Source: an optimization exercise on an open RTL-to-GDS flow (aim: small area, a short achievable clock period and few clock cycles per item). Production flows keep margins and buffers that such runs may drop.
Where RTL was checked, it was by simulation tests only, not by an equivalence proof against the original.
No activity file was given, so power comes from the tool's default toggle rates.

## exp/nickel
==> flow/design.v (excerpt) <==
module Cache (
    input wire clk,
    input wire rst_n,
    input wire enable,
    input wire [31:0] address,
    output wire [31:0] data_out,
    output reg data_out_ready,
    input wire [31:0] data_in,
    input wire [3:0] write_enable,
    output reg busy,
    output reg br_cmd,
    output reg br_cmd_en,
    output wire [20:0] br_addr,
    output wire [63:0] br_wr_data,
    output wire [7:0] br_data_mask,
    input wire [63:0] br_rd_data,
    input wire br_rd_data_valid
);
Size in the first run: about 270 I/O pins, ~9200 sq um of cells after synthesis.
==> flow/config.mk <==
export PLATFORM = sky130hd
export DESIGN_NAME = Cache
export DESIGN_NICKNAME = Cache
export VERILOG_FILES = /design/flow/design.v
export SDC_FILE = /design/flow/constraint.sdc
export NUM_CORES = 4
export LEC_CHECK = 0
export CAP_MARGIN = 20
export CORE_MARGIN = 2
export CORE_UTILIZATION = 40
export CTS_CLUSTER_DIAMETER = 60
export CTS_CLUSTER_SIZE = 30
export SLEW_MARGIN = 20
export TNS_END_PERCENT = 0
==> flow/constraint.sdc <==
create_clock -name core_clock -period 10.0 [get_ports {clk}]
set_input_delay 2.0000 -clock core_clock [delete_from_list [all_inputs] [get_ports {clk}]]
set_output_delay 2.0000 -clock core_clock [all_outputs]
set_load 0.01 [all_outputs]
standard.sh (not shown) runs the stock make flow with config.mk's settings and CLKGATE_MAP_FILE= SYNTH_SCRIPT=/design/flow/synth_recipe.tcl, a recipe that flattens the netlist after the stock synthesis.
==> flow/flow/run.sh <==
#!/bin/bash
# Standard layout, with plain buffers (instead of the default delay buffers) on the ports
# and the given repair targets.
set -euo pipefail
export BUFFER_PORTS_ARGS="-buffer_cell sky130_fd_sc_hd__buf_1"
bash standard.sh SETUP_SLACK_MARGIN=7.0 finish > standard_flow.log 2>&1
Testbench counts of exp/nickel, summed over its fixed seeds: cycles 250,373, transactions 16,000.
### exp/nickel -> exp/violet
# exp/nickel
export LEC_CHECK = 0
export CAP_MARGIN = 20
export CORE_MARGIN = 2
export CORE_UTILIZATION = 40
export CTS_CLUSTER_DIAMETER = 60
export CTS_CLUSTER_SIZE = 30
export SLEW_MARGIN = 20
export TNS_END_PERCENT = 0
create_clock -name core_clock -period 10.0 [get_ports {clk}]
# exp/violet
export LEC_CHECK = 0
export CAP_MARGIN = 20
export CORE_MARGIN = 2
export CORE_UTILIZATION = 40
export CTS_CLUSTER_DIAMETER = 100
export CTS_CLUSTER_SIZE = 33
export SLEW_MARGIN = 20
export TNS_END_PERCENT = 0
create_clock -name core_clock -period 10.0 [get_ports {clk}]
exp/violet vs exp/nickel: global-route usage over all layers down
| met3 wirelength from detailed routing | lower: exp/violet |
Cmp exp/violet and exp/nickel / final non-filler cell area / higher: exp/nickel
Comparing exp/violet and exp/nickel, largest incremental delay on the critical path is lower on exp/nickel.
Looking only at internal power, and setting everything else aside, the higher value of exp/violet and exp/nickel goes to exp/nickel.
From exp/nickel to exp/violet the numbers moved as follows: share of power burned in the clock network lower; number of vias after detailed routing lower; final wirelength lower.
NOTE: core utilization in exp/violet falls short of that of exp/nickel
On exp/violet: combinational share of power is 2.1 points higher than what exp/nickel gave.

========
## oak
Another version of the RTL of Cache (not shown whole).
Size: roughly 690 cells after synthesis, ~270 I/O pins, roughly 9300 um2 of cells after synthesis.
Settings: LEC_CHECK=0, CAP_MARGIN=20, CORE_MARGIN=2, CORE_UTILIZATION=40, SLEW_MARGIN=20; clock period 10.0 ns.
==> flow/flow/run.sh <==
#!/bin/bash
# Standard layout, with plain buffers (instead of the default delay buffers) on the ports
# and the given repair targets.
set -euo pipefail
export BUFFER_PORTS_ARGS="-buffer_cell sky130_fd_sc_hd__buf_1"
bash standard.sh SETUP_SLACK_MARGIN=6.9 finish > standard_flow.log 2>&1
oak completed; timing, DRC and antenna clean
Modified inputs, pine compared to oak
Settings: CTS_CLUSTER_DIAMETER now 60, previously not set; CTS_CLUSTER_SIZE now 30, previously not set.
Findings:
pine vs oak, part of the total power dissipated in sequential elements went up by 2.1 points.
Sequential share of layout area in pine vs oak: up 0.90 points
Compared with oak, in pine layout clock buffer count -22, proportion of power drawn by combinational gates +0.7 points.
No run of this note included a check of the RTL's function; only the layout flow was run.

==> static timing again, ports no longer ideal <==
The results above use ideal ports. As a check the final layouts listed here were re-extracted and re-timed, cells and wires unchanged. Step 1: set_driving_cell puts a clkbuf_16 on clk and a buf_2 on each other input, an assumption about the parent block. Step 2 also shifts input and output timing later by t, the mid clock arrival at the registers, as if the neighbouring blocks saw the same clock. Three values: ideal ports, drivers, drivers and shift; two values: the first two.
run	t (ns)	setup slack, ns	worst setup path at the end	latest minus earliest clock arrival (ns)	worst register clock-pin slew, ns
exp/nickel	0.560	6.896 / 6.850 / 6.533	input to register	0.017 / 0.018	0.10 / 0.10
exp/violet	0.522	6.922 / 6.876 / 6.503	input to register	0.016 / 0.016	0.12 / 0.12
oak	0.581	6.791 / 6.796 / 6.235	input to register	0.016 / 0.015	0.06 / 0.06
pine	0.558	6.812 / 6.789 / 6.268	input to register	0.027 / 0.027	0.10 / 0.10
After both steps every run listed still meets setup and hold. The setup slack of oak, which loses most, moves by +0.005 ns with the drivers and by -0.556 ns with both steps.
